This is an optimization exercise on Yosys and OpenROAD, whose aim is small area, a short achievable clock period and few clock cycles per item, not a production implementation. Function was not checked in any run shown here: the RTL went through the layout flow alone.

File: flow/config.mk
export PLATFORM = sky130hd
export DESIGN_NAME = gcd
export DESIGN_NICKNAME = gcd
export VERILOG_FILES = /design/flow/design.v
export SDC_FILE = /design/flow/constraint.sdc
export NUM_CORES = 4
export LEC_CHECK = 0
export CAP_MARGIN = 20
export CORE_MARGIN = 2
export CORE_UTILIZATION = 40
export PLACE_DENSITY = 0.6
export SLEW_MARGIN = 20
File: flow/constraint.sdc
create_clock -name core_clock -period 4.0 [get_ports {clk}]
set_input_delay 0.8000 -clock core_clock [delete_from_list [all_inputs] [get_ports {clk}]]
set_output_delay 0.8000 -clock core_clock [all_outputs]
set_load 0.01 [all_outputs]
File: flow/design.v
module gcd( input [31:0] a_in,
            input [31:0] b_in,
            input start,
            input reset_n,
            input clk,
            output [31:0] result,
            output done);
  localparam int M = 2;           
  logic [32:0] a, b;              
  logic        fb;                
  logic [4:0]  k;                 
  logic        h;                 
  logic        busy;
  logic        bz;                
  wire k_zero = (k == 5'd0);
  wire a_zero = (a == 33'd0);
  wire a_odd = a[0] ^ a[32];
  wire b_odd = b[0] ^ fb;
  wire [32:0] ag0 = b & a;
  wire [32:0] ap  = b ^ a;
  wire [31:0] ag  = {ag0[31:1], ag0[0] | ap[0]};
  wire cy_g0_1 = ag[1] | (ap[1] & ag[0]);
  wire cy_p0_1 = ap[1] & ap[0];
  wire cy_g0_3 = ag[3] | (ap[3] & ag[2]);
  wire cy_p0_3 = ap[3] & ap[2];
  wire cy_g0_5 = ag[5] | (ap[5] & ag[4]);
  wire cy_p0_5 = ap[5] & ap[4];
  wire cy_g0_7 = ag[7] | (ap[7] & ag[6]);
  wire cy_p0_7 = ap[7] & ap[6];
  wire cy_g0_9 = ag[9] | (ap[9] & ag[8]);
  wire cy_p0_9 = ap[9] & ap[8];
  wire cy_g0_11 = ag[11] | (ap[11] & ag[10]);
  wire cy_p0_11 = ap[11] & ap[10];
  wire cy_g0_13 = ag[13] | (ap[13] & ag[12]);
  wire cy_p0_13 = ap[13] & ap[12];
  wire cy_g0_15 = ag[15] | (ap[15] & ag[14]);
  wire cy_p0_15 = ap[15] & ap[14];
  wire cy_g0_17 = ag[17] | (ap[17] & ag[16]);
  wire cy_p0_17 = ap[17] & ap[16];
  wire cy_g0_19 = ag[19] | (ap[19] & ag[18]);
  wire cy_p0_19 = ap[19] & ap[18];
  wire cy_g0_21 = ag[21] | (ap[21] & ag[20]);
  wire cy_p0_21 = ap[21] & ap[20];
  wire cy_g0_23 = ag[23] | (ap[23] & ag[22]);
  wire cy_p0_23 = ap[23] & ap[22];
  wire cy_g0_25 = ag[25] | (ap[25] & ag[24]);
  wire cy_p0_25 = ap[25] & ap[24];
  wire cy_g0_27 = ag[27] | (ap[27] & ag[26]);
  wire cy_p0_27 = ap[27] & ap[26];
  wire cy_g0_29 = ag[29] | (ap[29] & ag[28]);
  wire cy_p0_29 = ap[29] & ap[28];
  wire cy_g0_31 = ag[31] | (ap[31] & ag[30]);
  wire cy_p0_31 = ap[31] & ap[30];
  wire cy_g1_2 = ag[2] | (ap[2] & cy_g0_1);
  wire cy_p1_2 = ap[2] & cy_p0_1;
  wire cy_g1_3 = cy_g0_3 | (cy_p0_3 & cy_g0_1);
  wire cy_p1_3 = cy_p0_3 & cy_p0_1;
  wire cy_g1_6 = ag[6] | (ap[6] & cy_g0_5);
  wire cy_p1_6 = ap[6] & cy_p0_5;
  wire cy_g1_7 = cy_g0_7 | (cy_p0_7 & cy_g0_5);
  wire cy_p1_7 = cy_p0_7 & cy_p0_5;
  wire cy_g1_10 = ag[10] | (ap[10] & cy_g0_9);
  wire cy_p1_10 = ap[10] & cy_p0_9;
  wire cy_g1_11 = cy_g0_11 | (cy_p0_11 & cy_g0_9);
  wire cy_p1_11 = cy_p0_11 & cy_p0_9;
  wire cy_g1_14 = ag[14] | (ap[14] & cy_g0_13);
  wire cy_p1_14 = ap[14] & cy_p0_13;
  wire cy_g1_15 = cy_g0_15 | (cy_p0_15 & cy_g0_13);
  wire cy_p1_15 = cy_p0_15 & cy_p0_13;
  wire cy_g1_18 = ag[18] | (ap[18] & cy_g0_17);
  wire cy_p1_18 = ap[18] & cy_p0_17;
  wire cy_g1_19 = cy_g0_19 | (cy_p0_19 & cy_g0_17);
  wire cy_p1_19 = cy_p0_19 & cy_p0_17;
  wire cy_g1_22 = ag[22] | (ap[22] & cy_g0_21);
  wire cy_p1_22 = ap[22] & cy_p0_21;
  wire cy_g1_23 = cy_g0_23 | (cy_p0_23 & cy_g0_21);
  wire cy_p1_23 = cy_p0_23 & cy_p0_21;
  wire cy_g1_26 = ag[26] | (ap[26] & cy_g0_25);
  wire cy_p1_26 = ap[26] & cy_p0_25;
  wire cy_g1_27 = cy_g0_27 | (cy_p0_27 & cy_g0_25);
  wire cy_p1_27 = cy_p0_27 & cy_p0_25;
  wire cy_g1_30 = ag[30] | (ap[30] & cy_g0_29);
  wire cy_p1_30 = ap[30] & cy_p0_29;
  wire cy_g1_31 = cy_g0_31 | (cy_p0_31 & cy_g0_29);
  wire cy_p1_31 = cy_p0_31 & cy_p0_29;
  wire cy_g2_4 = ag[4] | (ap[4] & cy_g1_3);
  wire cy_p2_4 = ap[4] & cy_p1_3;
  wire cy_g2_5 = cy_g0_5 | (cy_p0_5 & cy_g1_3);
  wire cy_p2_5 = cy_p0_5 & cy_p1_3;
  wire cy_g2_6 = cy_g1_6 | (cy_p1_6 & cy_g1_3);
  wire cy_p2_6 = cy_p1_6 & cy_p1_3;
  wire cy_g2_7 = cy_g1_7 | (cy_p1_7 & cy_g1_3);
  wire cy_p2_7 = cy_p1_7 & cy_p1_3;
  wire cy_g2_12 = ag[12] | (ap[12] & cy_g1_11);
  wire cy_p2_12 = ap[12] & cy_p1_11;
  wire cy_g2_13 = cy_g0_13 | (cy_p0_13 & cy_g1_11);
  wire cy_p2_13 = cy_p0_13 & cy_p1_11;
  wire cy_g2_14 = cy_g1_14 | (cy_p1_14 & cy_g1_11);
  wire cy_p2_14 = cy_p1_14 & cy_p1_11;
  wire cy_g2_15 = cy_g1_15 | (cy_p1_15 & cy_g1_11);
  wire cy_p2_15 = cy_p1_15 & cy_p1_11;
  wire cy_g2_20 = ag[20] | (ap[20] & cy_g1_19);
  wire cy_p2_20 = ap[20] & cy_p1_19;
  wire cy_g2_21 = cy_g0_21 | (cy_p0_21 & cy_g1_19);
  wire cy_p2_21 = cy_p0_21 & cy_p1_19;
  wire cy_g2_22 = cy_g1_22 | (cy_p1_22 & cy_g1_19);
  wire cy_p2_22 = cy_p1_22 & cy_p1_19;
  wire cy_g2_23 = cy_g1_23 | (cy_p1_23 & cy_g1_19);
  wire cy_p2_23 = cy_p1_23 & cy_p1_19;
  wire cy_g2_28 = ag[28] | (ap[28] & cy_g1_27);
  wire cy_p2_28 = ap[28] & cy_p1_27;
  wire cy_g2_29 = cy_g0_29 | (cy_p0_29 & cy_g1_27);
  wire cy_p2_29 = cy_p0_29 & cy_p1_27;
  wire cy_g2_30 = cy_g1_30 | (cy_p1_30 & cy_g1_27);
  wire cy_p2_30 = cy_p1_30 & cy_p1_27;
  wire cy_g2_31 = cy_g1_31 | (cy_p1_31 & cy_g1_27);
  wire cy_p2_31 = cy_p1_31 & cy_p1_27;
  wire cy_g3_8 = ag[8] | (ap[8] & cy_g2_7);
  wire cy_p3_8 = ap[8] & cy_p2_7;
  wire cy_g3_9 = cy_g0_9 | (cy_p0_9 & cy_g2_7);
  wire cy_p3_9 = cy_p0_9 & cy_p2_7;
  wire cy_g3_10 = cy_g1_10 | (cy_p1_10 & cy_g2_7);
  wire cy_p3_10 = cy_p1_10 & cy_p2_7;
  wire cy_g3_11 = cy_g1_11 | (cy_p1_11 & cy_g2_7);
  wire cy_p3_11 = cy_p1_11 & cy_p2_7;
  wire cy_g3_12 = cy_g2_12 | (cy_p2_12 & cy_g2_7);
  wire cy_p3_12 = cy_p2_12 & cy_p2_7;
  wire cy_g3_13 = cy_g2_13 | (cy_p2_13 & cy_g2_7);
  wire cy_p3_13 = cy_p2_13 & cy_p2_7;
  wire cy_g3_14 = cy_g2_14 | (cy_p2_14 & cy_g2_7);
  wire cy_p3_14 = cy_p2_14 & cy_p2_7;
  wire cy_g3_15 = cy_g2_15 | (cy_p2_15 & cy_g2_7);
  wire cy_p3_15 = cy_p2_15 & cy_p2_7;
  wire cy_g3_24 = ag[24] | (ap[24] & cy_g2_23);
  wire cy_p3_24 = ap[24] & cy_p2_23;
  wire cy_g3_25 = cy_g0_25 | (cy_p0_25 & cy_g2_23);
  wire cy_p3_25 = cy_p0_25 & cy_p2_23;
  wire cy_g3_26 = cy_g1_26 | (cy_p1_26 & cy_g2_23);
  wire cy_p3_26 = cy_p1_26 & cy_p2_23;
  wire cy_g3_27 = cy_g1_27 | (cy_p1_27 & cy_g2_23);
  wire cy_p3_27 = cy_p1_27 & cy_p2_23;
  wire cy_g3_28 = cy_g2_28 | (cy_p2_28 & cy_g2_23);
  wire cy_p3_28 = cy_p2_28 & cy_p2_23;
  wire cy_g3_29 = cy_g2_29 | (cy_p2_29 & cy_g2_23);
  wire cy_p3_29 = cy_p2_29 & cy_p2_23;
  wire cy_g3_30 = cy_g2_30 | (cy_p2_30 & cy_g2_23);
  wire cy_p3_30 = cy_p2_30 & cy_p2_23;
  wire cy_g3_31 = cy_g2_31 | (cy_p2_31 & cy_g2_23);
  wire cy_p3_31 = cy_p2_31 & cy_p2_23;
  wire cy_g4_16 = ag[16] | (ap[16] & cy_g3_15);
  wire cy_p4_16 = ap[16] & cy_p3_15;
  wire cy_g4_17 = cy_g0_17 | (cy_p0_17 & cy_g3_15);
  wire cy_p4_17 = cy_p0_17 & cy_p3_15;
  wire cy_g4_18 = cy_g1_18 | (cy_p1_18 & cy_g3_15);
  wire cy_p4_18 = cy_p1_18 & cy_p3_15;
  wire cy_g4_19 = cy_g1_19 | (cy_p1_19 & cy_g3_15);
  wire cy_p4_19 = cy_p1_19 & cy_p3_15;
  wire cy_g4_20 = cy_g2_20 | (cy_p2_20 & cy_g3_15);
  wire cy_p4_20 = cy_p2_20 & cy_p3_15;
  wire cy_g4_21 = cy_g2_21 | (cy_p2_21 & cy_g3_15);
  wire cy_p4_21 = cy_p2_21 & cy_p3_15;
  wire cy_g4_22 = cy_g2_22 | (cy_p2_22 & cy_g3_15);
  wire cy_p4_22 = cy_p2_22 & cy_p3_15;
  wire cy_g4_23 = cy_g2_23 | (cy_p2_23 & cy_g3_15);
  wire cy_p4_23 = cy_p2_23 & cy_p3_15;
  wire cy_g4_24 = cy_g3_24 | (cy_p3_24 & cy_g3_15);
  wire cy_p4_24 = cy_p3_24 & cy_p3_15;
  wire cy_g4_25 = cy_g3_25 | (cy_p3_25 & cy_g3_15);
  wire cy_p4_25 = cy_p3_25 & cy_p3_15;
  wire cy_g4_26 = cy_g3_26 | (cy_p3_26 & cy_g3_15);
  wire cy_p4_26 = cy_p3_26 & cy_p3_15;
  wire cy_g4_27 = cy_g3_27 | (cy_p3_27 & cy_g3_15);
  wire cy_p4_27 = cy_p3_27 & cy_p3_15;
  wire cy_g4_28 = cy_g3_28 | (cy_p3_28 & cy_g3_15);
  wire cy_p4_28 = cy_p3_28 & cy_p3_15;
  wire cy_g4_29 = cy_g3_29 | (cy_p3_29 & cy_g3_15);
  wire cy_p4_29 = cy_p3_29 & cy_p3_15;
  wire cy_g4_30 = cy_g3_30 | (cy_p3_30 & cy_g3_15);
  wire cy_p4_30 = cy_p3_30 & cy_p3_15;
  wire cy_g4_31 = cy_g3_31 | (cy_p3_31 & cy_g3_15);
  wire cy_p4_31 = cy_p3_31 & cy_p3_15;
  wire [31:0] cy_G = {cy_g4_31, cy_g4_30, cy_g4_29, cy_g4_28, cy_g4_27, cy_g4_26, cy_g4_25, cy_g4_24, cy_g4_23, cy_g4_22, cy_g4_21, cy_g4_20, cy_g4_19, cy_g4_18, cy_g4_17, cy_g4_16, cy_g3_15, cy_g3_14, cy_g3_13, cy_g3_12, cy_g3_11, cy_g3_10, cy_g3_9, cy_g3_8, cy_g2_7, cy_g2_6, cy_g2_5, cy_g2_4, cy_g1_3, cy_g1_2, cy_g0_1, ag[0]};
  wire [32:0] e = ap ^ {cy_G, 1'b1};        
  wire e_zero = &(a ^ b);                   
  wire swap = e[32] ^ b[32];                
  wire strip  = h || (!a_odd && !b_odd);    
  wire a_even = !a_odd && b_odd;
  wire odd    = a_odd && b_odd;
  logic [32:0] x;
  logic        fx;
  always_comb begin
    if (strip || a_even) begin x = a; fx = a[32]; end
    else if (odd)        begin x = e; fx = 1'b0;  end
    else                 begin x = b; fx = fb;    end
  end
  wire [3:0] xl = x[3:0] ^ {4{fx}};
  logic [32:0] xs;
  always_comb begin
    xs = {x[32], x[32:1]};
    if (strip) xs = {x[32], x[32:1]};
    else if (M >= 4 && xl[3:0] == 4'd0) xs = {{4{x[32]}}, x[32:4]};
    else if (M >= 3 && xl[2:0] == 3'd0) xs = {{3{x[32]}}, x[32:3]};
    else if (M >= 2 && xl[1:0] == 2'd0) xs = {{2{x[32]}}, x[32:2]};
  end
  wire conv = !fx && x[32] && xs[0];
  assign done   = busy && bz && k_zero;
  assign result = a[31:0] ^ {32{a[32]}};
  always_ff @(posedge clk, negedge reset_n) begin
    if (!reset_n) begin
      a    <= '0;
      b    <= '0;
      fb   <= 1'b0;
      k    <= '0;
      h    <= 1'b0;
      busy <= 1'b0;
      bz   <= 1'b0;
    end else if (!busy) begin
      b  <= {xs[32:1], xs[0] & !conv};
      fb <= fx | conv;
      if (start) begin
        a    <= {1'b0, a_in};
        b    <= {1'b1, ~b_in};
        fb   <= 1'b1;
        k    <= '0;
        h    <= 1'b0;
        busy <= 1'b1;
        bz   <= (b_in == 32'd0);
      end
    end else if (bz) begin
      if (!k_zero) begin
        a <= {a[31:0], a[32]};
        k <= k - 5'd1;
      end else busy <= 1'b0;
    end else begin
      b  <= {xs[32:1], xs[0] & !conv};
      fb <= fx | conv;
      bz <= odd ? e_zero : a_zero;
      if (strip) begin
        a <= b;
        h <= !h;
        if (h) k <= k + 5'd1;
      end else if (a_even || (odd && swap)) begin
        a <= b;
      end
    end
  end
endmodule
File: flow/run.sh
#!/bin/bash
# synth_recipe.tcl (not shown) runs the flow's synth.tcl, then flattens the netlist and writes it again
# the make line also repeats each setting of config.mk as NAME=value (left out here)
make -C /OpenROAD-flow-scripts/flow DESIGN_CONFIG=/design/flow/config.mk WORK_HOME=/design/flow/orfs CLKGATE_MAP_FILE= SYNTH_SCRIPT=/design/flow/synth_recipe.tcl finish
==> metrics.md, run 1 <==
| Metric | Value |
|---|---|
| Setup bufs post-CTS | `0` |
| Synth top area cells | `dfrtp_1 27%, ha_1 6.3%, mux2i_1 6.0%` |
| Reg clk slew, reported paths | `0.06 ns` |
| Layout cell share with drive strength beyond 1 | `0.106` |
| Antenna violations before repair | `0` |
| Setup Skew | `0.00761 ns` |
| Peak Freq | `274 MHz` |
| First-pass GRT wire length | `34900 um` |
| Register area | `0.00188 mm^2` |
| Crit. End Element | `flip-flop` |
| I/O Buffers | `99` |
| Required @ worst endpoint | `4.24 ns` |
| CTS tree | `done` |
| Die Y | `136 um` |
| Post_cts resized | `0` |
| Clk buf depth | `2` |
| Seq/Total Area, Yosys | `0.270` |
| CTS H-tree depth | `3` |
| Vias in the first global route | `6374` |
| RSZ-0062 raised after global routing | `false` |
| Synthesized cell area | `0.00695 mm^2` |
| Worst Setup Path Type | `reg -> reg` |
| Setup_tns | `0 ns` |
| Total Die Area | `0.0185 mm^2` |
| Syn_nets | `915` |
| Die width | `136 um` |
| Post-synth top area cell | `dfrtp_1` |
| Total wire length | `22400 um` |
| Post-Syn Area per Cell | `8.62 um^2` |
| Core Area | `0.0171 mm^2` |
| Number of synthesized flops with an enable pin | `0` |
| DRC Markers | `0` |
| Placed Instances | `1100` |
| Wire per inst | `20.1 um` |
| Area Growth Syn to Fin | `21.2%` |
| Grt ovf | `0` |
| Initial DRC count | `595` |
| Clock sink count | `75` |
| Max FO, Critical Path | `24` |
| Global router's overall resource usage | `0.247` |
| Final setup violation count | `0` |
| Critical path startpoint category | `flip-flop` |
| Min-delay worst type | `in -> async` |
| Initial Utilization | `0.406` |
| Top-area cell type share of the netlist area | `0.270` |
| # nets final | `994` |
| Slew Limit Fails | `0` |
| Slew margin rel. | `0.508` |
| Yosys warnings | `1` |
| Number of inserted diodes | `0` |
| Root Driver | `clkbuf_16` |
| CTS buffer count | `9` |
| TritonRoute pass-1 iters | `5` |
| Drt via density | `5.90` |
| Status | `complete, no violations` |
| CP arrival | `3.89 ns` |
| #FFs+latches synth | `75` |
| Multi-input logic area | `0.00474 mm^2` |
| Fin cells | `1115` |
| Post-synth ARST share | `1.00` |
| Hold Vio Cnt, Final | `0` |
| Remaining antenna violation count | `0` |
| Final RePlAce weighted congestion | `0.868` |
| Actual slew at the worst max-slew pin | `0.737 ns` |
| Yosys cell types | `69` |
| Crit path time final | `3.65 ns` |
| Most common cell in the netlist | `nor2_1` |
| Primary FF master, synth | `dfrtp_1` |
| Post-CTS Hold Buffers | `0` |
| Max Cap Viol | `0` |
| Fill cells | `1699` |
| Synth cell count leaders | `81 x nor2_1, 78 x nand2_1, 75 x dfrtp_1, 68 x a21oi_1, 55 x o21ai_0` |
| Ports | `100` |
| Core Rows | `48` |
| Dpl hpwl | `15600 um` |
| Routed vias | `6583` |
| Fin crit share | `0.913` |
| Largest net degree at the start of global routing | `76` |
| Latest clock arrival within the worst-skew pair | `0.35 ns` |
| Cells after synthesis | `807` |
==> flip-flops by register name, summed over array words and instances (netlist names) <==
register / cells
busy: 1
bz: 1
b: 33
fb: 1
h: 1
k: 5
a: 33
==> through the flow <==
step	hold WS (ns)	cell area [um^2]	setup WS (ns)	utilization
2_1_floorplan	0.469	6950	0.741	-
5_1_grt	0.554	8430	0.145	0.492
3_5_place_dp	0.508	8120	0.378	0.474
3_3_place_gp	0.496	8120	0.459	0.474
6_report	0.495	8430	0.348	0.492
4_1_cts	0.517	8420	0.362	0.492
==> cell usage in the layout (no fill, tap or decap), types with 12 or more instances in the layout <==
cell,n
buf_4,20
mux2i_1,42
mux2_2,12
a21oi_1,68
a21o_1,12
o211ai_1,13
nor4_1,18
inv_1,15
nand3_1,13
mux2_4,26
nand2_1,78
dfrtp_1,72
ha_1,35
o21ai_0,55
nor2_1,80
xor2_1,48
o221ai_1,17
clkdlybuf4s50_1,98
==> final timing paths <==
| kind | startpoint | endpoint | slack (ns) | cells after the start |
|---|---|---|---|---|
| max in group asynchronous | reset_n | bz | 2.98 | 1 |
| min in group core_clock | k[2] | k[2] | 0.51 | 2 |
| hold / removal | reset_n | a[3] | 0.50 | 1 |
| setup reg to reg | a[0] | a[25] | 0.35 | 13 |
| setup / recovery | a[0] | a[25] | 0.35 | 13 |
| hold reg to reg | k[2] | k[2] | 0.51 | 2 |
==> cells by family (layout without fill, tap and decap cells) <==
family | after synthesis | after routing | synth area share
xor gates and xnor gates | 60 | 60 | 0.0777
DFF | 75 | 75 | 0.270
muxes | 80 | 80 | 0.136
adders and majority gates | 41 | 41 | 0.0802
and+or+nand+nor | 248 | 248 | 0.164
AOI/OAI and AO/OA | 236 | 236 | 0.224
buffers and inverters | 67 | 150 | 0.0482
==> cell type report <==
| class | count | share of cell area |
|---|---|---|
| repair buffers | 120 | 0.138 |
| flip-flops and latches | 75 | 0.223 |
| clock inverters | 4 | 0.00579 |
| well taps | 225 | 0.0334 |
| inverters | 15 | 0.00668 |
| multi-input cells | 665 | 0.563 |
| clock buffers | 11 | 0.0300 |
==> per-layer routing <==
layer / GRT usage / vias up / share of wire
met5: 0.0167 / - / 0.0017
met3: 0.0328 / 42 / 0.051
met1: 0.331 / 3174 / 0.46
met4: 0.0932 / 2 / 0.023
met2: 0.406 / 233 / 0.47
li1: - / 3132 / -
==> critical path, cell delays in order, from the launching register on <==
cell and delay [ns]:
dfrtp_1 0.51, inv_1 0.15, ha_1 0.24, fa_1 0.39
nand3b_1 0.20, a21oi_1 0.19, nor2_1 0.13, o221ai_4 0.30
o221ai_4 0.21, a211o_1 0.32, o31a_1 0.12, o21ai_4 0.17
buf_12 0.24, mux2_2 0.36
==> inputs of run 2 (changes only) <==
--- a/flow/config.mk
+++ b/flow/config.mk
@@ -10,3 +10,4 @@
 export CORE_UTILIZATION = 40
 export PLACE_DENSITY = 0.6
+export SETUP_SLACK_MARGIN = 0.6
 export SLEW_MARGIN = 20
==> metrics.md, run 2 <==
| Metric | Value |
|---|---|
| Most common cell in the netlist | `nor2_1` |
| Number of inserted diodes | `0` |
| Remaining antenna violation count | `0` |
| Fin crit share | `0.825` |
| Worst flop-to-flop path endpoint | `a[3]` |
| Global router's overall resource usage | `0.252` |
| Antenna violations before repair | `0` |
| Cells after synthesis | `807` |
| Yosys cell types | `69` |
| Peak Freq | `303 MHz` |
| Vias in the first global route | `6371` |
| Worst slack at placement | `0.378 ns` |
| Number of synthesized flops with an enable pin | `0` |
| Dpl hpwl | `15600 um` |
| Final setup violation count | `0` |
| Slew margin rel. | `0.469` |
| Core Area | `0.0171 mm^2` |
| Max FO, Critical Path | `6` |
| Largest net degree at the start of global routing | `76` |
| Clock sink count | `75` |
| Max Cap Viol | `0` |
| Synth cell count leaders | `81 x nor2_1, 78 x nand2_1, 75 x dfrtp_1, 68 x a21oi_1, 55 x o21ai_0` |
| Setup_tns | `0 ns` |
| Worst Setup Path Type | `reg -> reg` |
| Drt via density | `5.91` |
| Root Driver | `clkbuf_16` |
| Total Die Area | `0.0185 mm^2` |
| Die width | `136 um` |
| Min-delay worst type | `in -> async` |
| Wire per inst | `20.4 um` |
| Post-CTS Hold Buffers | `0` |
| Syn_nets | `915` |
| Top-area cell type share of the netlist area | `0.270` |
| Setup crit end | `a[3]` |
| #FFs+latches synth | `75` |
| Latest clock arrival within the worst-skew pair | `0.36 ns` |
| Required @ worst endpoint | `4.24 ns` |
| Layout cell share with drive strength beyond 1 | `0.133` |
| Post-Syn Area per Cell | `8.62 um^2` |
| First-pass GRT wire length | `35500 um` |
| R2R setup slack | `0.70 ns` |
| Ports | `100` |
| Setup Skew | `0.00850 ns` |
| Synthesized cell area | `0.00695 mm^2` |
| Commonest non-fill, non-tap cell in the layout | `clkdlybuf4s50_1` |
| Initial DRC count | `618` |
| Core Rows | `48` |
| R2r startpoint | `a[19]` |
| CTS tree | `done` |
| RSZ-0062 raised after global routing | `true` |
| Worst setup startpoint | `a[19]` |
| CP peak stage delay | `0.46 ns` |
| DRC Markers | `0` |
| Crit path time final | `3.30 ns` |
| TritonRoute pass-1 iters | `5` |
| Reg clk slew, reported paths | `0.06 ns` |
| # nets final | `1002` |
| Critical path startpoint category | `flip-flop` |
| Hold slack | `0.489 ns` |
| Seq/Total Area, Yosys | `0.270` |
| Initial Utilization | `0.406` |
| Primary FF master, synth | `dfrtp_1` |
| Biggest regs | `a (33), b (33), k (5)` |
| Commonest cells after routing, fill and taps aside | `98 x clkdlybuf4s50_1, 80 x nor2_1, 78 x nand2_1, 67 x dfrtp_1, 65 x a21oi_1` |
| Actual slew at the worst max-slew pin | `0.794 ns` |
| Crit. End Element | `flip-flop` |
| CTS buffer count | `9` |
| Final RePlAce weighted congestion | `0.868` |
| Crit-path slowest cell | `dfrtp_2` |
| Post-synth ARST share | `1.00` |
| Synth top area cells | `dfrtp_1 27%, ha_1 6.3%, mux2i_1 6.0%` |
| Post-synth top area cell | `dfrtp_1` |
| CP arrival | `3.54 ns` |
| CP Cell Sequence | `ha_1 > a21oi_1 > o21ai_2 > a221oi_2 > buf_4 > nand3b_1 > o221ai_4 > nor2_2 > o31a_1 > o21ai_4 > bufbuf_16 > mux2_4` |
| R2r worst-path depth | `12` |
| I/O Buffers | `99` |
| Area Growth Syn to Fin | `24.1%` |
| Total wire length | `23000 um` |
| Clk buf depth | `2` |
| Routed vias | `6638` |
| Die Y | `136 um` |
| CTS H-tree depth | `3` |
| Slew Limit Fails | `0` |
| Yosys warnings | `1` |
| PnR worst setup slack | `0.700 ns` |
| Status | `complete, no violations` |
| Grt ovf | `0` |
| Hold Vio Cnt, Final | `0` |
run 2: cell types whose count changed in the layout (fill, tap and decap cells not counted), sizes merged:
cell,change
buf,+7
bufbuf,+1
run 2: cell families (layout without fill, tap and decap cells):
| family | count (synthesis) | after routing | synth area share |
|---|---|---|---|
| compound gates | 236 | 236 | 0.224 |
| xor+xnor | 60 | 60 | 0.0777 |
| fa+ha+maj | 41 | 41 | 0.0802 |
| buf+inv | 67 | 158 | 0.0482 |
| flops | 75 | 75 | 0.270 |
| mux | 80 | 80 | 0.136 |
| simple gates | 248 | 248 | 0.164 |
run 2: worst max-delay path, delay by kind of cell (launching register included):
| family | cells | cell delay, ns |
|---|---|---|
| buffers and inverters | 2 | 0.52 |
| flip-flops | 1 | 0.46 |
| AO/OA/AOI/OAI | 6 | 1.32 |
| adder cells (fa/ha/maj) | 1 | 0.37 |
| multiplexers | 1 | 0.30 |
| AND/OR/NAND/NOR | 2 | 0.20 |
run 2: worst min path at each step:
stage                        from   end  slack, ns
final                     reset_n  a[3]       0.49
after global routing      reset_n  b[3]       0.56
after CTS                    k[2]  k[2]       0.52
after detailed placement     k[2]  k[2]       0.51
after global placement       k[2]  k[2]       0.50
after floorplan              k[2]  k[2]       0.47
run 2: cell type report:
type | instances | area [um^2]
multi-input cells | 665 | 4820
repair buffers | 128 | 1290
clock buffers | 11 | 253
flip-flops and latches | 75 | 1890
fillers | 1680 | 8490
inverters | 15 | 56.3
clock inverters | 4 | 48.8
well taps | 225 | 282
run 2: per-stage QoR:
step                cell area, um^2  utilization  std cells
detailed placement             8120        0.474       1100
global placement               8120        0.474       1100
CTS                            8550        0.499       1122
floorplan                      6950            -        807
global route                   8630        0.504       1123
finish                         8630        0.504       1123
run 2: routing by layer:
layer,GRT usage,vias up,wire length [um],part of all wire
met5,0.0167,-,39,0.0017
met4,0.0949,2,540,0.024
met3,0.0347,40,1180,0.051
met2,0.409,232,10700,0.47
met1,0.342,3222,10500,0.46
li1,-,3142,-,-
run 2: timing repair:
action | CTS | global route
resized for setup | 7 | 15
gates cloned | 2 | 0
setup endpoints to repair | 35 | 43
pin swaps | 2 | 4
setup buffers | 5 | 1
==> inputs of run 3 (changes only) <==
--- a/flow/design.v
+++ b/flow/design.v
@@ -204,5 +204,6 @@
   end
   wire conv = !fx && x[32] && xs[0];
-  assign done   = busy && bz && k_zero;
+  wire fin = bz || (odd && e_zero);
+  assign done   = busy && fin && k_zero;
   assign result = a[31:0] ^ {32{a[32]}};
   always_ff @(posedge clk, negedge reset_n) begin
@@ -227,9 +228,11 @@
         bz   <= (b_in == 32'd0);
       end
+    end else if (fin && k_zero) begin
+      busy <= 1'b0;
     end else if (bz) begin
       if (!k_zero) begin
         a <= {a[31:0], a[32]};
         k <= k - 5'd1;
-      end else busy <= 1'b0;
+      end
     end else begin
       b  <= {xs[32:1], xs[0] & !conv};
--- a/flow/config.mk
+++ b/flow/config.mk
@@ -10,4 +10,3 @@
 export CORE_UTILIZATION = 40
 export PLACE_DENSITY = 0.6
-export SETUP_SLACK_MARGIN = 0.6
 export SLEW_MARGIN = 20
==> metrics.md, run 3 <==
| Metric | Value |
|---|---|
| Status | `complete, no violations` |
| Setup_tns | `0 ns` |
| Crit. End Element | `output pin` |
| Reg clk slew, reported paths | `0.06 ns` |
| Area Growth Syn to Fin | `24.4%` |
| Max Cap Viol | `0` |
| CP Cell Sequence | `ha_1 > and3_1 > nand2_1 > nor4_1 > nand3_1 > a21oi_4 > clkdlybuf4s50_1` |
| Ports | `100` |
| CTS buffer count | `9` |
| Global router's overall resource usage | `0.265` |
| Yosys cell types | `72` |
| Biggest regs | `a (33), b (33), k (5)` |
| Vias in the first global route | `7040` |
| Drt via density | `5.96` |
| Root Driver | `clkbuf_16` |
| Crit-path slowest cell | `clkdlybuf4s50_1` |
| Worst setup startpoint | `a[25]` |
| Total wire length | `25200 um` |
| R2r worst-path depth | `10` |
| Hold Vio Cnt, Final | `0` |
| R2R setup slack | `0.21 ns` |
| Remaining antenna violation count | `0` |
| Seq/Total Area, Yosys | `0.260` |
| Worst slack at placement | `0.223 ns` |
| Wire per inst | `20.8 um` |
| Commonest cells after routing, fill and taps aside | `98 x clkdlybuf4s50_1, 96 x nor2_1, 90 x a21oi_1, 85 x nand2_1, 72 x dfrtp_1` |
| R2r startpoint | `b[21]` |
| Hold slack | `0.499 ns` |
| Number of inserted diodes | `0` |
| DRC Markers | `0` |
| Synth cell count leaders | `97 x nor2_1, 90 x a21oi_1, 85 x nand2_1, 75 x dfrtp_1, 61 x o21ai_0` |
| Slew Limit Fails | `0` |
| Synth top area cells | `dfrtp_1 26%, a21oi_1 6.3%, mux2i_1 6.1%` |
| CTS tree | `done` |
| Layout cell share with drive strength beyond 1 | `0.120` |
| Fill cells | `1711` |
| Final setup violation count | `0` |
| Setup Skew | `0.0108 ns` |
| Syn_nets | `981` |
| Worst Setup Path Type | `reg -> out` |
| Fin crit share | `0.960` |
| Yosys warnings | `1` |
| Required @ worst endpoint | `3.20 ns` |
| Core Area | `0.0178 mm^2` |
| Most common cell in the netlist | `nor2_1` |
| # nets final | `1085` |
| Post-synth top area cell | `dfrtp_1` |
| Initial Utilization | `0.404` |
| Top-area cell type share of the netlist area | `0.260` |
| CTS H-tree depth | `3` |
| Largest net degree at the start of global routing | `76` |
| Actual slew at the worst max-slew pin | `0.939 ns` |
| TritonRoute pass-1 iters | `5` |
| Synthesized cell area | `0.00721 mm^2` |
| Setup crit end | `done` |
| CP peak stage delay | `0.57 ns` |
| Core Rows | `49` |
| Clock sink count | `75` |
| Setup bufs post-CTS | `0` |
| Clk buf depth | `2` |
| Register area | `0.00188 mm^2` |
| CP arrival | `3.04 ns` |
| Number of synthesized flops with an enable pin | `0` |
| Critical path startpoint category | `flip-flop` |
| Crit path time final | `3.84 ns` |
| Commonest non-fill, non-tap cell in the layout | `clkdlybuf4s50_1` |
| Primary FF master, synth | `dfrtp_1` |
| Post-synth ARST share | `1.00` |
| Final std cell area, no fill | `0.00896 mm^2` |
| Total Die Area | `0.0191 mm^2` |
| Antenna violations before repair | `0` |
| Final RePlAce weighted congestion | `0.945` |
| First-pass GRT wire length | `40100 um` |
| PnR worst setup slack | `0.159 ns` |
| Worst flop-to-flop path endpoint | `a[17]` |
| Initial DRC count | `753` |
| Die width | `138 um` |
| Post-Syn Area per Cell | `8.25 um^2` |
| Post-CTS Hold Buffers | `0` |
| Dpl hpwl | `18000 um` |
| RSZ-0062 raised after global routing | `false` |
| Post-DP Area | `0.00864 mm^2` |
| Slew margin rel. | `0.372` |
| Cells after synthesis | `873` |
| Latest clock arrival within the worst-skew pair | `0.35 ns` |
| Routed vias | `7207` |
| Multi-input logic area | `0.00503 mm^2` |
| Min-delay worst type | `in -> async` |
| Max FO, Critical Path | `6` |
| I/O Buffers | `99` |
| Grt ovf | `0` |
| #FFs+latches synth | `75` |
| Peak Freq | `260 MHz` |
| Die Y | `138 um` |
[run 3: worst min path at each step]
stage             to  cells past startpoint  slack (ns)
6_report        b[4]                      1        0.50
5_1_grt         b[4]                      1        0.55
4_1_cts        b[12]                      2        0.57
3_5_place_dp   b[12]                      2        0.54
3_3_place_gp   b[12]                      2        0.53
2_1_floorplan   a[0]                      0        0.50
[run 3: worst max-delay path, delay by kind of cell, from the launching register on]
family	cells	cell delay [ns]
AOI/OAI and AO/OA	1	0.29
DFF	1	0.46
adders and majority gates	1	0.40
buffers and inverters	1	0.57
and+or+nand+nor	4	0.98
[run 3: stage by stage]
step	cells	util
2_1_floorplan	873	-
3_3_place_gp	1195	0.484
3_5_place_dp	1195	0.484
4_1_cts	1210	0.502
5_1_grt	1210	0.502
6_report	1210	0.502
[run 3: routing by layer]
metal / global-route usage / vias to the layer above / wire length, um
li1: - / 3417 / -
met1: 0.366 / 3454 / 11100
met2: 0.419 / 284 / 11600
met3: 0.0416 / 52 / 1670
met4: 0.102 / 0 / 796
met5: 0 / - / 0
[run 3: logic make-up after synthesis]
kind of cell               count (synthesis)  share of synthesized area
AOI/OAI and AO/OA                        284                      0.257
xor gates and xnor gates                  55                     0.0679
buffers and inverters                     74                     0.0439
DFF                                       75                      0.260
and+or+nand+nor                          269                      0.170
muxes                                     75                      0.123
adders and majority gates                 41                     0.0774
[run 3: cell type report]
type / instances / area share
Inverter: 18 / 0.00754
Tap cell: 229 / 0.0320
Clock inverter: 5 / 0.00865
Timing Repair Buffer: 149 / 0.154
Sequential cell: 75 / 0.210
Multi-Input combinational cell: 724 / 0.561
Clock buffer: 10 / 0.0267
[run 3: timing repair]
action | CTS | global route
gates resized for setup | 0 | 1
endpoints found under the hold margin | 0 | 0
endpoints found under the setup margin | 0 | 1
==> inputs of run 4 (changes only) <==
--- a/flow/design.v
+++ b/flow/design.v
@@ -6,5 +6,5 @@
             output [31:0] result,
             output done);
-  localparam int M = 2;           
+  localparam int M = 4;           
   logic [32:0] a, b;              
   logic        fb;                
==> metrics.md, run 4 <==
| Metric | Value |
|---|---|
| Post-synth top area cell | `dfrtp_1` |
| Core Area | `0.0189 mm^2` |
| Slew margin rel. | `0.408` |
| Ports | `100` |
| Crit. End Element | `flip-flop` |
| Yosys warnings | `1` |
| RSZ-0062 raised after global routing | `false` |
| Vias in the first global route | `7558` |
| # nets final | `1176` |
| Fill cells | `1913` |
| Wire per inst | `20.7 um` |
| Synth cell count leaders | `99 x a21oi_1, 99 x nor2_1, 79 x nand2_1, 75 x dfrtp_1, 60 x o21ai_0` |
| Seq/Total Area, Yosys | `0.242` |
| Global router's overall resource usage | `0.277` |
| CTS tree | `done` |
| Latest clock arrival within the worst-skew pair | `0.35 ns` |
| Routed vias | `8044` |
| Yosys cell types | `80` |
| Reg clk slew, reported paths | `0.07 ns` |
| Worst Setup Path Type | `reg -> reg` |
| Grt ovf | `0` |
| Drt via density | `6.03` |
| Number of synthesized flops with an enable pin | `0` |
| #FFs+latches synth | `75` |
| CP bufs+invs | `2` |
| Final RePlAce weighted congestion | `0.942` |
| CP arrival | `4.06 ns` |
| Critical path startpoint category | `flip-flop` |
| TritonRoute pass-1 iters | `6` |
| Register area | `0.00188 mm^2` |
| Worst flop-to-flop path endpoint | `b[15]` |
| R2R setup slack | `0.18 ns` |
| Setup Skew | `0.0110 ns` |
| Largest net degree at the start of global routing | `56` |
| Setup_tns | `0 ns` |
| DRC Markers | `0` |
| Number of inserted diodes | `0` |
| Synthesized cell area | `0.00777 mm^2` |
| Total Die Area | `0.0205 mm^2` |
| Commonest cells after routing, fill and taps aside | `99 x a21oi_1, 99 x nor2_1, 98 x clkdlybuf4s50_1, 79 x nand2_1, 72 x dfrtp_1` |
| Min-delay worst type | `in -> async` |
| Remaining antenna violation count | `0` |
| Crit path time final | `3.82 ns` |
| Status | `complete, no violations` |
| Root Driver | `clkbuf_16` |
| Peak Freq | `261 MHz` |
| R2r startpoint | `b[0]` |
| Post-Syn Area per Cell | `8.01 um^2` |
| R2r worst-path depth | `15` |
| Antenna violations before repair | `0` |
| Post-synth ARST share | `1.00` |
| Clock sink count | `75` |
| Total wire length | `27600 um` |
| Required @ worst endpoint | `4.23 ns` |
| Clk buf depth | `2` |
| Hold Vio Cnt, Final | `0` |
| Area Growth Syn to Fin | `22.5%` |
| Primary FF master, synth | `dfrtp_1` |
| I/O Buffers | `99` |
| Syn_nets | `1078` |
| Cells after synthesis | `970` |
| Core Rows | `50` |
| Initial DRC count | `709` |
| Fin crit share | `0.956` |
| Initial Utilization | `0.411` |
| Actual slew at the worst max-slew pin | `0.887 ns` |
| CTS buffer count | `9` |
| Dpl hpwl | `20600 um` |
| CP peak stage delay | `0.48 ns` |
| Synth top area cells | `dfrtp_1 24%, a21oi_1 6.4%, ha_1 5.6%` |
| Crit-path slowest cell | `fa_1` |
| CP delay by family, top | `compound AO/OA/AOI/OAI gates` |
| Layout cell share with drive strength beyond 1 | `0.101` |
| Multi-input logic area | `0.00555 mm^2` |
| CP Cell Sequence | `inv_1 > ha_1 > fa_1 > nand3b_1 > a21oi_1 > o21ai_1 > nand2_1 > inv_1 > fa_1 > o211ai_1 > o21ai_0 > o21ai_0 > a21oi_1 > o221ai_1 > a221o_1` |
| Die Y | `143 um` |
| First-pass GRT wire length | `43800 um` |
| Die width | `143 um` |
| Max Cap Viol | `0` |
| CTS H-tree depth | `3` |
| Slew Limit Fails | `0` |
| Biggest regs | `a (33), b (33), k (5)` |
| Top-area cell type share of the netlist area | `0.242` |
| Final setup violation count | `0` |
| Max FO, Critical Path | `5` |
run 4: cells by family after synthesis:
kind of cell / Yosys count / share of synthesized area
buffers and inverters: 85 / 0.0461
AO/OA/AOI/OAI: 335 / 0.282
multiplexers: 81 / 0.112
AND/OR/NAND/NOR: 300 / 0.185
flip-flops: 75 / 0.242
XOR/XNOR: 51 / 0.0594
adder cells (fa/ha/maj): 43 / 0.0744
run 4: layer usage:
layer,global-route usage,share of wire
met1,0.398,0.45
met2,0.430,0.44
met3,0.0277,0.072
met4,0.105,0.030
met5,0,0
run 4: per-stage QoR:
step / instance area, um^2 / instances / utilization / hold WS, ns / setup WS [ns]
2_1_floorplan: 7770 / 970 / - / 0.482 / 0.577
3_3_place_gp: 9240 / 1317 / 0.489 / 0.519 / 0.291
3_5_place_dp: 9240 / 1317 / 0.489 / 0.524 / 0.178
4_1_cts: 9500 / 1333 / 0.503 / 0.538 / 0.0300
5_1_grt: 9510 / 1333 / 0.503 / 0.590 / 0.0143
6_report: 9510 / 1333 / 0.503 / 0.527 / 0.175
run 4: worst max-delay path by stage:
stage / start / end / slack [ns] / cells after the start
after floorplan: a[0] / b[21] / 0.58 / 14
after global placement: b[0] / b[16] / 0.29 / 17
after detailed placement: b[0] / b[16] / 0.18 / 17
after CTS: b[17] / done / 0.03 / 7
after global routing: b[0] / b[13] / 0.01 / 16
final: b[0] / b[15] / 0.18 / 15
run 4: what timing repair did:
item | in CTS | in global routing
setup buffers | 0 | 0
resized for setup | 0 | 5
hold buffers | 0 | 0
endpoints found under the hold margin | 0 | 0
setup endpoints to repair | 0 | 5
run 4: layout make-up:
| cell class | count | share of cell area |
|---|---|---|
| Inverter | 17 | 0.00671 |
| Sequential cell | 75 | 0.198 |
| Clock buffer | 13 | 0.0253 |
| Tap cell | 260 | 0.0342 |
| Clock inverter | 3 | 0.00184 |
| Timing Repair Buffer | 155 | 0.151 |
| Multi-Input combinational cell | 810 | 0.584 |
run 4: worst reg2reg max path: stages (launching register included):
cell and delay (ns):
dfrtp_1 0.46, inv_1 0.13, ha_1 0.22, fa_1 0.41, nand3b_1 0.20, a21oi_1 0.31
o21ai_1 0.19, nand2_1 0.14, inv_1 0.07, fa_1 0.48, o211ai_1 0.09, o21ai_0 0.26
o21ai_0 0.15, a21oi_1 0.15, o221ai_1 0.14, a221o_1 0.33
==> inputs of run 5 (changes only) <==
--- a/flow/design.v
+++ b/flow/design.v
@@ -6,5 +6,5 @@
             output [31:0] result,
             output done);
-  localparam int M = 4;           
+  localparam int M = 2;           
   logic [32:0] a, b;              
   logic        fb;                
@@ -204,6 +204,5 @@
   end
   wire conv = !fx && x[32] && xs[0];
-  wire fin = bz || (odd && e_zero);
-  assign done   = busy && fin && k_zero;
+  assign done   = busy && bz && k_zero;
   assign result = a[31:0] ^ {32{a[32]}};
   always_ff @(posedge clk, negedge reset_n) begin
@@ -228,11 +227,9 @@
         bz   <= (b_in == 32'd0);
       end
-    end else if (fin && k_zero) begin
-      busy <= 1'b0;
     end else if (bz) begin
       if (!k_zero) begin
         a <= {a[31:0], a[32]};
         k <= k - 5'd1;
-      end
+      end else busy <= 1'b0;
     end else begin
       b  <= {xs[32:1], xs[0] & !conv};
--- a/flow/config.mk
+++ b/flow/config.mk
@@ -10,3 +10,4 @@
 export CORE_UTILIZATION = 40
 export PLACE_DENSITY = 0.6
+export SETUP_SLACK_MARGIN = 1.2
 export SLEW_MARGIN = 20
==> metrics.md, run 5 <==
| Metric | Value |
|---|---|
| RSZ-0062 raised after global routing | `true` |
| CP arrival | `3.42 ns` |
| Post-Syn Area per Cell | `8.62 um^2` |
| Seq/Total Area, Yosys | `0.270` |
| Fin cells | `1169` |
| Most common cell in the netlist | `nor2_1` |
| Clk buf depth | `2` |
| Grt ovf | `0` |
| Dpl hpwl | `15500 um` |
| Die Y | `136 um` |
| Cells after synthesis | `807` |
| Max Cap Viol | `0` |
| Post-CTS Hold Buffers | `0` |
| Slew Limit Fails | `0` |
| R2r startpoint | `a[15]` |
| Hold Vio Cnt, Final | `0` |
| #FFs+latches synth | `75` |
| Number of inserted diodes | `0` |
| Root Driver | `clkbuf_16` |
| Hold slack | `0.487 ns` |
| Core Rows | `48` |
| Min-delay worst type | `in -> async` |
| Top-area cell type share of the netlist area | `0.270` |
| Yosys cell types | `69` |
| Crit-path slowest cell | `dfrtp_1` |
| CP peak stage delay | `0.51 ns` |
| Wire per inst | `20.6 um` |
| Worst Setup Path Type | `reg -> reg` |
| Post-synth ARST share | `1.00` |
| Core Area | `0.0171 mm^2` |
| Number of synthesized flops with an enable pin | `0` |
| CTS H-tree depth | `3` |
| Setup Skew | `0.0137 ns` |
| # nets final | `1048` |
| TritonRoute pass-1 iters | `5` |
| Setup_tns | `0 ns` |
| Primary FF master, synth | `dfrtp_1` |
| Slew margin rel. | `0.502` |
| Drt via density | `5.94` |
| Latest clock arrival within the worst-skew pair | `0.36 ns` |
| CTS buffer count | `9` |
| Initial Utilization | `0.406` |
| Crit. End Element | `flip-flop` |
| Commonest cells after routing, fill and taps aside | `97 x clkdlybuf4s50_1, 76 x nand2_1, 75 x nor2_1, 60 x a21oi_1, 59 x buf_4` |
| Initial DRC count | `505` |
| Post-synth top area cell | `dfrtp_1` |
| Peak Freq | `315 MHz` |
| Total wire length | `24100 um` |
| Yosys warnings | `1` |
| Required @ worst endpoint | `4.24 ns` |
| CP Cell Sequence | `ha_4 > and4_1 > and2b_1 > nand2_2 > o221ai_4 > o221ai_4 > a211o_1 > o31a_1 > o21ai_4 > buf_6 > buf_16 > mux2_4` |
| DRC Markers | `0` |
| Total Die Area | `0.0185 mm^2` |
| Global router's overall resource usage | `0.265` |
| I/O Buffers | `99` |
| Die width | `136 um` |
| Remaining antenna violation count | `0` |
| Antenna violations before repair | `0` |
| Top cell by count, worst path | `o221ai_4` |
| CTS tree | `done` |
| First-pass GRT wire length | `37600 um` |
| Routed vias | `6944` |
| Reg clk slew, reported paths | `0.06 ns` |
| Synth cell count leaders | `81 x nor2_1, 78 x nand2_1, 75 x dfrtp_1, 68 x a21oi_1, 55 x o21ai_0` |
| Placed Instances | `1105` |
| Area Growth Syn to Fin | `36.5%` |
| Commonest non-fill, non-tap cell in the layout | `clkdlybuf4s50_1` |
| Max FO, Critical Path | `7` |
| Critical path startpoint category | `flip-flop` |
| Status | `complete, no violations` |
| Final RePlAce weighted congestion | `0.900` |
| Clock sink count | `75` |
| Actual slew at the worst max-slew pin | `0.746 ns` |
| Syn_nets | `915` |
| Fin crit share | `0.794` |
| Crit path time final | `3.18 ns` |
| Synth top area cells | `dfrtp_1 27%, ha_1 6.3%, mux2i_1 6.0%` |
| Utilization after layout | `0.555` |
| Vias in the first global route | `6615` |
| Largest net degree at the start of global routing | `76` |
| Worst setup startpoint | `a[15]` |
| Biggest regs | `a (33), b (33), k (5)` |
| Ports | `100` |
| Synthesized cell area | `0.00695 mm^2` |
| Final setup violation count | `0` |
| Layout cell share with drive strength beyond 1 | `0.261` |
==> run 5: cell types whose count changed after synthesis, sizes merged, moves of 6 or more <==
cell and delta:
a21oi -33, a21o -9, and3 -6, nor2 -20, clkbuf -15, o211ai -10
a22o -8, nor3 -6, xor2 +12, o21ai -7
==> run 5: timing repair <==
action | in CTS | in global routing
cloned | 4 | 0
setup endpoints to repair | 99 | 80
gates resized for setup | 69 | 75
endpoints found under the hold margin | 0 | 0
pin swaps | 15 | 22
buffers inserted | 29 | 16
==> run 5: per-stage QoR <==
stage          area [um^2]  worst slack [ns]
3_5_place_dp          8190             0.470
2_1_floorplan         7000             0.846
5_1_grt               9490             0.719
3_3_place_gp          8190             0.515
4_1_cts               9120             0.852
6_report              9490             0.823
==> run 5: cell type report <==
| cell class | count | area, um^2 |
|---|---|---|
| timing repair buffer | 174 | 1710 |
| inverter | 15 | 65.1 |
| fill | 1581 | 7620 |
| tap | 225 | 282 |
| clock buffer | 13 | 250 |
| sequential | 75 | 1910 |
| clock inverter | 2 | 12.5 |
| multi-input combinational | 665 | 5260 |
==> run 5: cell families (layout without fill, tap and decap cells) <==
kind of cell	Yosys count	count (layout)	synth area share
buffers and inverters	67	204	0.0482
flip-flops	75	75	0.270
AND/OR/NAND/NOR	248	248	0.164
XOR/XNOR	60	60	0.0777
multiplexers	80	80	0.136
adder cells (fa/ha/maj)	41	41	0.0802
AO/OA/AOI/OAI	236	236	0.224
==> run 5: path summary, 6_finish.rpt <==
path                         end  slack [ns]  depth (start not counted)
min                         k[2]        0.49                          1
min reg2reg                 k[2]        0.53                          2
max in group asynchronous  a[20]        2.96                          1
min in group core_clock     k[2]        0.53                          2
max reg2reg                 a[4]        0.82                         12
max                         a[4]        0.82                         12
==> run 5: metal layers <==
layer	vias up	wire length, um	track usage
li1	3238	-	-
met1	3358	10400	0.362
met2	278	10900	0.416
met3	70	1710	0.0362
met4	0	1030	0.124
met5	-	0	0
==> run 5: critical path: cells and delay by family (launching register included) <==
family / cells / cell delay [ns]
AOI/OAI and AO/OA: 5 / 1.04
adders and majority gates: 1 / 0.36
buffers and inverters: 2 / 0.34
DFF: 1 / 0.51
muxes: 1 / 0.30
and+or+nand+nor: 3 / 0.51
==> inputs of run 6 (changes only) <==
==> flow/flow/run.sh (new file) <==
#!/bin/bash
# Standard ORFS layout, with the port buffers made of the smallest buffer cell.
set -euo pipefail
export BUFFER_PORTS_ARGS="-buffer_cell sky130_fd_sc_hd__buf_1"
bash standard.sh > standard_flow.log 2>&1
==> flow/standard.sh (new file) <==
#!/bin/bash
# synth_recipe.tcl (not shown) runs the flow's synth.tcl, then flattens the netlist and writes it again
# the make line also repeats each setting of config.mk as NAME=value (left out here)
make -C /OpenROAD-flow-scripts/flow DESIGN_CONFIG=/design/flow/config.mk WORK_HOME=/design/flow/orfs CLKGATE_MAP_FILE= SYNTH_SCRIPT=/design/flow/synth_recipe.tcl "${@:-finish}"
--- a/flow/config.mk
+++ b/flow/config.mk
@@ -10,4 +10,3 @@
 export CORE_UTILIZATION = 40
 export PLACE_DENSITY = 0.6
-export SETUP_SLACK_MARGIN = 1.2
 export SLEW_MARGIN = 20
removed: flow/run.sh
==> metrics.md, run 6 <==
| Metric | Value |
|---|---|
| CTS buffer count | `9` |
| Reg clk slew, reported paths | `0.06 ns` |
| Antenna violations before repair | `0` |
| Total Die Area | `0.0185 mm^2` |
| Top-area cell type share of the netlist area | `0.270` |
| CTS H-tree depth | `3` |
| Synthesized cell area | `0.00695 mm^2` |
| Largest net degree at the start of global routing | `55` |
| Peak Freq | `272 MHz` |
| Core Rows | `48` |
| Cells after synthesis | `807` |
| Routed vias | `6502` |
| Total wire length | `22600 um` |
| R2r startpoint | `a[0]` |
| Crit path time final | `3.68 ns` |
| Remaining antenna violation count | `0` |
| Clock sink count | `75` |
| Area Growth Syn to Fin | `12.0%` |
| Fin crit share | `0.920` |
| Clk buf depth | `2` |
| Post_cts resized | `0` |
| Slew Limit Fails | `0` |
| Dpl hpwl | `16000 um` |
| Post-CTS Hold Buffers | `0` |
| Min-delay worst type | `reg -> reg` |
| Vias in the first global route | `6296` |
| CTS tree | `done` |
| Yosys warnings | `1` |
| Synth cell count leaders | `81 x nor2_1, 78 x nand2_1, 75 x dfrtp_1, 68 x a21oi_1, 55 x o21ai_0` |
| Die Y | `136 um` |
| Seq/Total Area, Yosys | `0.270` |
| Initial Utilization | `0.406` |
| Root Driver | `clkbuf_16` |
| Drt via density | `5.83` |
| Final setup violation count | `0` |
| First-pass GRT wire length | `35300 um` |
| Layout cell share with drive strength beyond 1 | `0.107` |
| Wire per inst | `20.3 um` |
| Setup Skew | `0.00575 ns` |
| RSZ-0062 raised after global routing | `false` |
| TritonRoute pass-1 iters | `5` |
| Final RePlAce weighted congestion | `0.905` |
| Max Cap Viol | `0` |
| Latest clock arrival within the worst-skew pair | `0.36 ns` |
| Status | `complete, no violations` |
| Synth top area cells | `dfrtp_1 27%, ha_1 6.3%, mux2i_1 6.0%` |
| Ports | `100` |
| Commonest cells after routing, fill and taps aside | `98 x buf_1, 80 x nor2_1, 78 x nand2_1, 72 x dfrtp_1, 68 x a21oi_1` |
| Required @ worst endpoint | `4.24 ns` |
| Commonest non-fill, non-tap cell in the layout | `buf_1` |
| Core Area | `0.0171 mm^2` |
| Worst Setup Path Type | `reg -> reg` |
| Syn_nets | `915` |
| Initial DRC count | `454` |
| #FFs+latches synth | `75` |
| Die width | `136 um` |
| Yosys cell types | `69` |
| Fill cells | `1750` |
| Post-synth ARST share | `1.00` |
| Grt ovf | `0` |
| I/O Buffers | `99` |
| Hold Startpoint | `k[2]` |
| Global router's overall resource usage | `0.250` |
| Number of synthesized flops with an enable pin | `0` |
| # nets final | `996` |
| Number of inserted diodes | `0` |
| Crit. End Element | `flip-flop` |
| Slew margin rel. | `0.440` |
| Setup bufs post-CTS | `0` |
| Worst setup startpoint | `a[0]` |
| CP arrival | `3.92 ns` |
| Biggest regs | `a (33), b (33), k (5)` |
| Critical path startpoint category | `flip-flop` |
| Max FO, Critical Path | `14` |
| Most common cell in the netlist | `nor2_1` |
| Post-Syn Area per Cell | `8.62 um^2` |
| DRC Markers | `0` |
| Setup_tns | `0 ns` |
| Hold Vio Cnt, Final | `0` |
| Post-synth top area cell | `dfrtp_1` |
| Primary FF master, synth | `dfrtp_1` |
| Actual slew at the worst max-slew pin | `0.841 ns` |
## run 6: cell counts after synthesis
No cell type changed its count.
## run 6: routing by layer
metal,GRT usage,wire [um],up-vias
met2,0.394,10200,250
met5,0,0,-
met1,0.340,10200,3074
met3,0.0451,1490,48
li1,-,-,3130
met4,0.0978,707,0
## run 6: metrics by stage
stage	hold slack (ns)	cells	cell area (um^2)	setup WS, ns	utilization
3_5_place_dp	0.514	1102	7520	0.362	0.440
2_1_floorplan	0.469	807	6950	0.741	-
4_1_cts	0.527	1116	7790	0.356	0.455
5_1_grt	0.554	1116	7790	0.117	0.455
6_report	0.526	1116	7790	0.318	0.455
3_3_place_gp	0.506	1102	7520	0.406	0.440
## run 6: kinds of logic (layout without fill, tap and decap cells)
kind of cell / after synthesis / after routing / synth area share
buffers and inverters: 67 / 151 / 0.0482
AOI/OAI and AO/OA: 236 / 236 / 0.224
xor gates and xnor gates: 60 / 60 / 0.0777
muxes: 80 / 80 / 0.136
DFF: 75 / 75 / 0.270
and+or+nand+nor: 248 / 248 / 0.164
adders and majority gates: 41 / 41 / 0.0802
## run 6: path summary, 6_finish.rpt
check                      endpoint  slack, ns  cells after the start
max reg2reg                   a[25]       0.32                     13
max                           a[25]       0.32                     13
min                            k[2]       0.53                      2
min reg2reg                    k[2]       0.53                      2
min in group asynchronous      a[4]       0.57                      1
max in group asynchronous     b[21]       2.60                      2
## run 6: worst max-delay path, cell delays in order, from the launching register on
cell	delay (ns)
dfrtp_1	0.50
inv_1	0.15
ha_1	0.24
fa_1	0.41
nand3b_1	0.19
a21oi_1	0.17
nor2_1	0.13
o221ai_4	0.28
o221ai_4	0.20
a211o_1	0.32
o31a_1	0.12
o21ai_4	0.17
buf_4	0.29
mux2_2	0.37
## run 6: cell type report
type	count	area, um^2	area share
multi-input cells	665	4740	0.609
flip-flops and latches	75	1880	0.241
repair buffers	122	561	0.0719
well taps	225	282	0.0361
clock buffers	11	253	0.0324
inverters	15	56.3	0.00723
clock inverters	3	15.0	0.00193
==> inputs of run 7 (changes only) <==
--- a/flow/design.v
+++ b/flow/design.v
@@ -204,16 +204,14 @@
   end
   wire conv = !fx && x[32] && xs[0];
-  assign done   = busy && bz && k_zero;
+  wire fin = bz || (odd && e_zero);
+  assign done   = busy && fin && k_zero;
   assign result = a[31:0] ^ {32{a[32]}};
   always_ff @(posedge clk, negedge reset_n) begin
-    if (!reset_n) begin
-      a    <= '0;
-      b    <= '0;
-      fb   <= 1'b0;
-      k    <= '0;
-      h    <= 1'b0;
-      busy <= 1'b0;
-      bz   <= 1'b0;
-    end else if (!busy) begin
+    if (!reset_n)                  busy <= 1'b0;
+    else if (!busy)                busy <= start;
+    else if (fin && k_zero)        busy <= 1'b0;
+  end
+  always_ff @(posedge clk) begin
+    if (!busy) begin
       b  <= {xs[32:1], xs[0] & !conv};
       fb <= fx | conv;
@@ -224,5 +222,4 @@
         k    <= '0;
         h    <= 1'b0;
-        busy <= 1'b1;
         bz   <= (b_in == 32'd0);
       end
@@ -231,5 +228,5 @@
         a <= {a[31:0], a[32]};
         k <= k - 5'd1;
-      end else busy <= 1'b0;
+      end
     end else begin
       b  <= {xs[32:1], xs[0] & !conv};
==> flow/run.sh (new file) <==
#!/bin/bash
# synth_recipe.tcl (not shown) runs the flow's synth.tcl, then flattens the netlist and writes it again
# the make line also repeats each setting of config.mk as NAME=value (left out here)
make -C /OpenROAD-flow-scripts/flow DESIGN_CONFIG=/design/flow/config.mk WORK_HOME=/design/flow/orfs CLKGATE_MAP_FILE= SYNTH_SCRIPT=/design/flow/synth_recipe.tcl finish
removed: flow/flow/run.sh
removed: flow/standard.sh
==> metrics.md, run 7 <==
| Metric | Value |
|---|---|
| Mux contribution to synthesized area | `0.0597` |
| Remaining antenna violation count | `0` |
| Crit-path slowest cell | `clkdlybuf4s50_1` |
| Hold Vio Cnt, Final | `0` |
| PnR worst setup slack | `0.199 ns` |
| Seq/Total Area, Yosys | `0.334` |
| Max Used Layer | `met4` |
| I/O Buffers | `99` |
| CTS tree | `done` |
| Max FO, Critical Path | `5` |
| Number of inserted diodes | `0` |
| Worst Setup Path Type | `reg -> out` |
| First-pass GRT wire length | `36200 um` |
| Core Area | `0.0165 mm^2` |
| Antenna violations before repair | `0` |
| Min-delay worst type | `in -> async` |
| Commonest cells after routing, fill and taps aside | `99 x clkdlybuf4s50_1, 83 x a21oi_1, 81 x nor2_1, 74 x edfxtp_1, 59 x nand2_1` |
| RSZ-0062 raised after global routing | `false` |
| Setup bufs post-CTS | `0` |
| Largest net degree at the start of global routing | `45` |
| Wire per inst | `21.5 um` |
| Synthesized cell area | `0.00672 mm^2` |
| Adder-cell area share of the yosys netlist | `0.0845` |
| Critical path startpoint category | `flip-flop` |
| Routed vias | `6443` |
| Synth Area in XOR/XNOR | `0.0804` |
| Ports | `100` |
| Top-area cell type share of the netlist area | `0.330` |
| Fin crit share | `0.950` |
| Final setup violation count | `0` |
| Layout cell share with drive strength beyond 1 | `0.0798` |
| Number of synthesized flops with an enable pin | `74` |
| Synth top area cells | `edfxtp_1 33%, ha_1 6.5%, a21oi_1 6.2%` |
| Compound-Gate Fraction of Synth Area | `0.226` |
| Post-synth top area cell | `edfxtp_1` |
| Die Y | `134 um` |
| Post-Syn Area per Cell | `8.82 um^2` |
| TritonRoute pass-1 iters | `5` |
| Initial Utilization | `0.407` |
| Total Die Area | `0.0179 mm^2` |
| M1 wire length | `10200 um` |
| Latest clock arrival within the worst-skew pair | `0.36 ns` |
| Synth cell count leaders | `83 x a21oi_1, 82 x nor2_1, 74 x edfxtp_1, 59 x nand2_1, 42 x xor2_1` |
| CP arrival | `3.00 ns` |
| Simple-gate share of the synthesized area | `0.171` |
| Setup_tns | `0 ns` |
| Crit. End Element | `output pin` |
| Slew margin rel. | `0.252` |
| Clock sink count | `75` |
| Post-synth ARST share | `0.0133` |
| Actual slew at the worst max-slew pin | `1.12 ns` |
| Grt ovf | `0` |
| Area Growth Syn to Fin | `23.6%` |
| #FFs+latches synth | `75` |
| Worst slack at placement | `0.467 ns` |
| Syn_nets | `870` |
| Commonest non-fill, non-tap cell in the layout | `clkdlybuf4s50_1` |
| Status | `complete, no violations` |
| CP peak stage delay | `0.54 ns` |
| Met3 wire len | `1280 um` |
| CTS buffer count | `9` |
| Yosys cell types | `75` |
| Biggest regs | `a (33), b (33), k (5)` |
| Global router's overall resource usage | `0.262` |
| CP Cell Sequence | `ha_1 > nand4_1 > nor4_2 > nand3_1 > o31ai_2 > and2_1 > clkdlybuf4s50_1` |
| DRC Markers | `0` |
| Vias in the first global route | `6428` |
| Initial DRC count | `572` |
| Primary FF master, synth | `edfxtp_1` |
| Fill cells | `1522` |
| CTS H-tree depth | `3` |
| Routed wire length on met2 | `11000 um` |
| # nets final | `956` |
| Clk buf depth | `2` |
| Hold slack | `0.577 ns` |
| Drt via density | `6.01` |
| Required @ worst endpoint | `3.20 ns` |
| Core Rows | `47` |
| Total wire length | `23100 um` |
| Peak Freq | `263 MHz` |
| Die width | `134 um` |
| Cells after synthesis | `762` |
| Most common cell in the netlist | `a21oi_1` |
| Final RePlAce weighted congestion | `0.944` |
| Root Driver | `clkbuf_16` |
| Slew Limit Fails | `0` |
| Yosys warnings | `1` |
| Crit path time final | `3.80 ns` |
| Main combinational cell family by area after synthesis | `compound AO/OA/AOI/OAI gates` |
| Max Cap Viol | `0` |
| Setup Skew | `0.00791 ns` |
| Reg clk slew, reported paths | `0.06 ns` |
| Dpl hpwl | `16600 um` |
## run 7: what timing repair did
action / 4_1_cts / 5_1_grt
gates resized for setup: 0 / 2
hold buffers: 0 / 0
hold endpoints to repair: 0 / 0
endpoints found under the setup margin: 0 / 1
## run 7: final cells by class
| cell class | instances | area [um^2] | share of cell area |
|---|---|---|---|
| multi-input cells | 615 | 4230 | 0.509 |
| flip-flops and latches | 75 | 2250 | 0.271 |
| repair buffers | 121 | 1160 | 0.139 |
| well taps | 220 | 275 | 0.0331 |
| clock buffers | 9 | 225 | 0.0271 |
| inverters | 26 | 97.6 | 0.0117 |
| clock inverters | 6 | 81.3 | 0.00978 |
## run 7: final timing paths
path,startpoint,cells past startpoint,slack [ns],to
hold reg to reg,k[0],1,0.62,k[0]
min in group core_clock,k[0],1,0.62,k[0]
setup / recovery,a[5],7,0.20,done
hold / removal,reset_n,1,0.58,busy
max in group asynchronous,reset_n,1,3.31,busy
setup reg to reg,a[0],12,0.43,a[18]
## run 7: per-layer routing
| metal | global-route usage | vias to the layer above |
|---|---|---|
| li1 | - | 3030 |
| met4 | 0.105 | 0 |
| met1 | 0.355 | 3095 |
| met3 | 0.0320 | 43 |
| met5 | 0 | - |
| met2 | 0.427 | 275 |
## run 7: worst max-delay path: cells and delay by family (launching register included)
| kind | cells | cell delay (ns) |
|---|---|---|
| and+or+nand+nor | 4 | 0.92 |
| buffers and inverters | 1 | 0.54 |
| DFF | 1 | 0.47 |
| adders and majority gates | 1 | 0.44 |
| AOI/OAI and AO/OA | 1 | 0.28 |
## run 7: metrics by stage
| step | utilization | std cells | cell area, um^2 |
|---|---|---|---|
| after floorplan | - | 762 | 6730 |
| after global placement | 0.484 | 1057 | 7990 |
| after detailed placement | 0.484 | 1057 | 7990 |
| after CTS | 0.502 | 1072 | 8300 |
| after global routing | 0.503 | 1072 | 8310 |
| final | 0.503 | 1072 | 8310 |
## run 7: logic make-up after synthesis
| logic type | Yosys count |
|---|---|
| AND/OR/NAND/NOR | 240 |
| multiplexers | 40 |
| flip-flops | 75 |
| buffers and inverters | 72 |
| AO/OA/AOI/OAI | 233 |
| XOR/XNOR | 60 |
| adder cells (fa/ha/maj) | 42 |

-- static timing again, ports no longer ideal --
The results above use ideal ports. As a check the final layouts listed here were re-extracted and re-timed, cells and wires unchanged. Step 1 assumes that a clkbuf_16 drives the clock port and a buf_2 every other input. Step 2 also shifts input and output timing later by t, the mid clock arrival at the registers, as if the neighbouring blocks saw the same clock. a / b / c = ideal / step 1 / step 2; a / b = the first two.
run	t, ns	slack for setup (ns)	slew at the worst register clock pin (ns)
run 1	0.393	0.348 / 0.348 / 0.348	0.07 / 0.07
run 2	0.395	0.700 / 0.700 / 0.700	0.07 / 0.07
run 3	0.395	0.159 / 0.111 / 0.211	0.06 / 0.06
run 4	0.390	0.175 / 0.157 / 0.175	0.07 / 0.07
run 5	0.395	0.823 / 0.823 / 0.823	0.07 / 0.07
run 6	0.396	0.318 / 0.318 / 0.318	0.06 / 0.06
run 7	0.399	0.199 / 0.153 / 0.431	0.06 / 0.06
After both steps every run listed still meets setup and hold.
